This design comes from an exercise in tuning for small area on the open sky130 flow, not from production work. In this exercise RTL edits were held to simulation tests only and were not proved equivalent to the original. No driver is modelled on the clock port, so clocking that relies on it looks cheaper here than on a real chip. Power is estimated from default activity; no workload was simulated.

==> flow/design.v (excerpt) <==
module top (
    input  wire clk,
    input  wire rst,
    input  wire up,
    input  wire down,
    input  wire rx,
    output wire tx,
    output wire pwm
);
Size: about 650 cells after synthesis, roughly 140 flip-flops, about 7 I/O pins, ~6000 sq um of cells after synthesis.
export LEC_CHECK = 0
export CAP_MARGIN = 20
export CORE_MARGIN = 2
export CORE_UTILIZATION = 40
export PLACE_DENSITY = 0.6
export SLEW_MARGIN = 20
create_clock -name core_clock -period 20.0 [get_ports {clk}]
standard.sh (not shown) runs the stock make flow with config.mk's settings and CLKGATE_MAP_FILE= SYNTH_SCRIPT=/design/flow/synth_recipe.tcl, a recipe that flattens the netlist after the stock synthesis.
==> flow/flow/run.sh <==
#!/bin/bash
# Standard ORFS flow (standard.sh) with these changes:
#  - synthesis maps with an area-oriented ABC script (flow/abc_area.script,
#    selected with ABC_AREA=1), and adders are left to ABC instead of being
#    mapped to half/full-adder cells first (ADDER_MAP_FILE empty);
#  - port buffers use buf_1;
#  - the clock tree uses clkbuf_4 cells (clkbuf_8 at the root) and no dummy
#    loads, and right after clock tree synthesis flow/fix_clk.tcl upsizes
#    any clock buffer that drives more than 12 pins to clkbuf_8, to keep
#    clock-pin slews low.
# The make output goes to flow.log; ORFS writes each step's log under orfs/logs.
set -euo pipefail
rm -rf scripts
cp -r "$FLOW_HOME/scripts" scripts
cp flow/abc_area.script scripts/abc_area.script
cp flow/fix_clk.tcl scripts/fix_clk.tcl
sed -i 's|^log_cmd clock_tree_synthesis {\*}$cts_args|&\nsource $::env(SCRIPTS_DIR)/fix_clk.tcl|' scripts/cts.tcl
grep -q fix_clk scripts/cts.tcl
bash standard.sh SCRIPTS_DIR="$PWD/scripts" ABC_AREA=1 ADDER_MAP_FILE= \
  "BUFFER_PORTS_ARGS=-buffer_cell sky130_fd_sc_hd__buf_1" \
  "CTS_ARGS=-sink_clustering_enable -repair_clock_nets -dont_use_dummy_load -buf_list sky130_fd_sc_hd__clkbuf_4 -root_buf sky130_fd_sc_hd__clkbuf_8" \
  finish > flow.log 2>&1
==> flow/flow/abc_area.script <==
strash
&get -n
&fraig -x
&put
dc2
balance
rewrite
refactor
balance
rewrite
rewrite -z
balance
refactor -z
rewrite -z
balance
dc2
balance
rewrite
refactor
balance
rewrite
rewrite -z
balance
refactor -z
rewrite -z
balance
dc2
balance
rewrite
refactor
balance
rewrite
rewrite -z
balance
refactor -z
rewrite -z
balance
strash
&get -n
&dch -f
&nf -R 1000 -p -E 20
&put
==> flow/flow/fix_clk.tcl <==
# Upsize clock buffers that drive many flip-flops so that every clock pin
# keeps a fast edge.
set db [ord::get_db]
set big [$db findMaster sky130_fd_sc_hd__clkbuf_8]
foreach inst [[ord::get_db_block] getInsts] {
  if {[[$inst getMaster] getName] eq "sky130_fd_sc_hd__clkbuf_4"} {
    set net [[$inst findITerm X] getNet]
    if {$net ne "NULL" && [llength [$net getITerms]] > 12} {
      puts "fix_clk: upsizing [$inst getName] ([llength [$net getITerms]] pins)"
      $inst swapMaster $big
    }
  }
}
Next try:
--- a/flow/design.v
+++ b/flow/design.v
@@ -37,19 +37,21 @@
         else if (cnt_wrap)
             first <= 1'b0;
     end
     wire ureset = rst | (first & (ca == 11'd0) & ((cb < 7'd20) | (cb == 7'd20 && cm <= 3'd1)));
     localparam [3:0] L_I = 4'b0101, L_P = 4'b1000, L_L = 4'b0110,
                      L_T = 4'b1010, L_E = 4'b0011, L_U = 4'b1011,
                      L_D = 4'b0010;
-    reg [6:0]  da, db;
+    reg [6:0]  dan, dbn;       
+    wire [6:0] da = ~dan;
+    wire [6:0] db = ~dbn;
     reg [6:0]  tj;
     reg [17:0] itmr;           
     reg        active, start, reached;
-    reg [3:0]  cur_l, msg_l;
+    reg [2:0]  cur_c, msg_c;
     reg        up_p, dn_p;
     wire [3:0] rxd;            
     wire       cv;             
     wire can_up = (tj <= 7'd84);
     wire can_dn = (tj >= 7'd27);
     wire [6:0] tj_inc = tj + 7'd2;
     wire [6:0] tj_dec = tj - 7'd2;
@@ -66,27 +68,27 @@
     wire [6:0] tj_abs = rxd[3] ? (rxd[1] ? 7'd86 : 7'd25) : (rxd[2] ? 7'd43 : 7'd76);
     always @(posedge clk) begin
         if (rst) begin
             up_p  <= 1'b0;
             dn_p  <= 1'b0;
             start <= 1'b0;
             tj    <= 7'd43;
-            cur_l <= L_I;
+            cur_c <= 3'b011;
         end else begin
             up_p  <= up;
             dn_p  <= down;
             start <= go;
             if (do_abs)
                 tj <= tj_abs;
             else if (do_inc)
                 tj <= tj_inc;
             else if (do_dec)
                 tj <= tj_dec;
             if (go)
-                cur_l <= cmd ? rxd : (do_dec ? L_D : L_U);
+                cur_c <= cmd ? {rxd[3], rxd[0], rxd[3] ? rxd[1] : rxd[2]} : (do_dec ? 3'b000 : 3'b111);
         end
     end
     wire [7:0] dd     = {1'b0, tj} - {1'b0, da};           
     wire       a_lt   = ~dd[7] & (dd != 8'd0);
     wire       wrap_up = (db > 7'd90);
     wire       wrap_dn = (db < 7'd9);
     wire       near   = ((dd == 8'd0) & wrap_dn) | ((dd == 8'd1) & wrap_up & (db != 7'd91));
@@ -96,30 +98,30 @@
     wire       da_dn  = ~near & ~a_lt & wrap_dn;
     wire [6:0] da_s   = da + {{6{da_dn}}, da_up | da_dn};
     wire       itmr_done = (itmr == 18'h35314);
     always @(posedge clk) begin
         if (rst) begin
             reached <= 1'b0;
             active  <= 1'b0;
-            da      <= 7'd43;
-            db      <= 7'd0;
-            msg_l   <= L_I;
+            dan     <= ~7'd43;
+            dbn     <= ~7'd0;
+            msg_c   <= 3'b011;
         end else begin
             reached <= 1'b0;
             if (start) begin
                 active <= 1'b1;
             end else if (active && itmr_done) begin
-                da <= da_s;
+                dan <= ~da_s;
                 if (near) begin
-                    db      <= 7'd0;
+                    dbn     <= ~7'd0;
                     active  <= 1'b0;
                     reached <= 1'b1;
-                    msg_l   <= cur_l;
+                    msg_c   <= cur_c;
                 end else begin
-                    db <= db_s;
+                    dbn <= ~db_s;
                 end
             end
         end
     end
     always @(posedge clk) begin
         if (start || !active || itmr_done)
             itmr <= 18'd0;
@@ -198,14 +200,16 @@
         endcase
     end
     assign cv = (rp == 2'd3) & rvalid;
     reg [1:0]  pend;           
     reg [3:0]  txv;
     reg [11:0] tc;
     reg [3:0]  ch;             
+    wire [3:0] msg_l = {msg_c[2], ~msg_c[2] & msg_c[0],
+                        msg_c[2] ? msg_c[0] : ~(msg_c[1] & msg_c[0]), msg_c[1]};
     localparam [11:0] TC_E = 12'h0c5;
     wire tc_done = (tc == TC_E);
     wire busy    = txv[3] | (txv == 4'd7) | (txv == 4'd1);
     wire p_free  = (pend == 2'd0) | (pend == 2'd3);
     always @(posedge clk) begin
         if (ureset) begin
             pend <= 2'd0;
@@ -239,15 +243,15 @@
                busy & ~tc_done & ~(tc[11] ^ tc[10])};
     end
     always @(posedge clk) begin
         if (txv == 4'd5) begin
             case (pend)
                 2'd1:    ch <= 4'b0001;    
                 2'd2:    ch <= 4'b0000;    
-                default: ch <= msg_l;
+                default: ch <= msg_l;    
             endcase
         end
     end
     wire ch_r = (ch == 4'b0000);
     reg txo;
     always @(*) begin
         case (txv)
Result:
- worst hold slack gets better by 0.012 ns
- register-to-register slack gets worse by 0.22 ns
- sequential cell count goes down by 2
- clock power decreases by about 4%
- final cell count went down by about 2.7%
- die area drops by 1.5%

[port drivers added, routing unchanged]
How much do the figures lean on ideal ports? The routed layouts below were timed once more, with nothing changed but the port constraints.
Step 1 sets driving cells, clkbuf_16 on the clock port and buf_2 on the other inputs (assumed; they add their load-dependent delay and slew).
Step 2, shift: input delay + t, output delay - t, t = (earliest + latest rising clock arrival at the registers) / 2. This alone moves slack from input paths to output paths.
a / b / c = ideal ports / drivers / drivers and shift; a / b = the first two.
run | t (ns) | setup slack, ns | clock arrival spread, ns | worst slew at a driven data input, ns
the first run | 0.431 | 13.468 / 13.480 / 13.049 | 0.038 / 0.038 | 0.03
the second run | 0.445 | 13.302 / 13.310 / 12.865 | 0.033 / 0.032 | 0.03
After both steps every run listed still meets setup and hold. For the second run, which loses most, drivers alone change the setup slack by +0.008 ns; drivers and shift together by -0.437 ns.
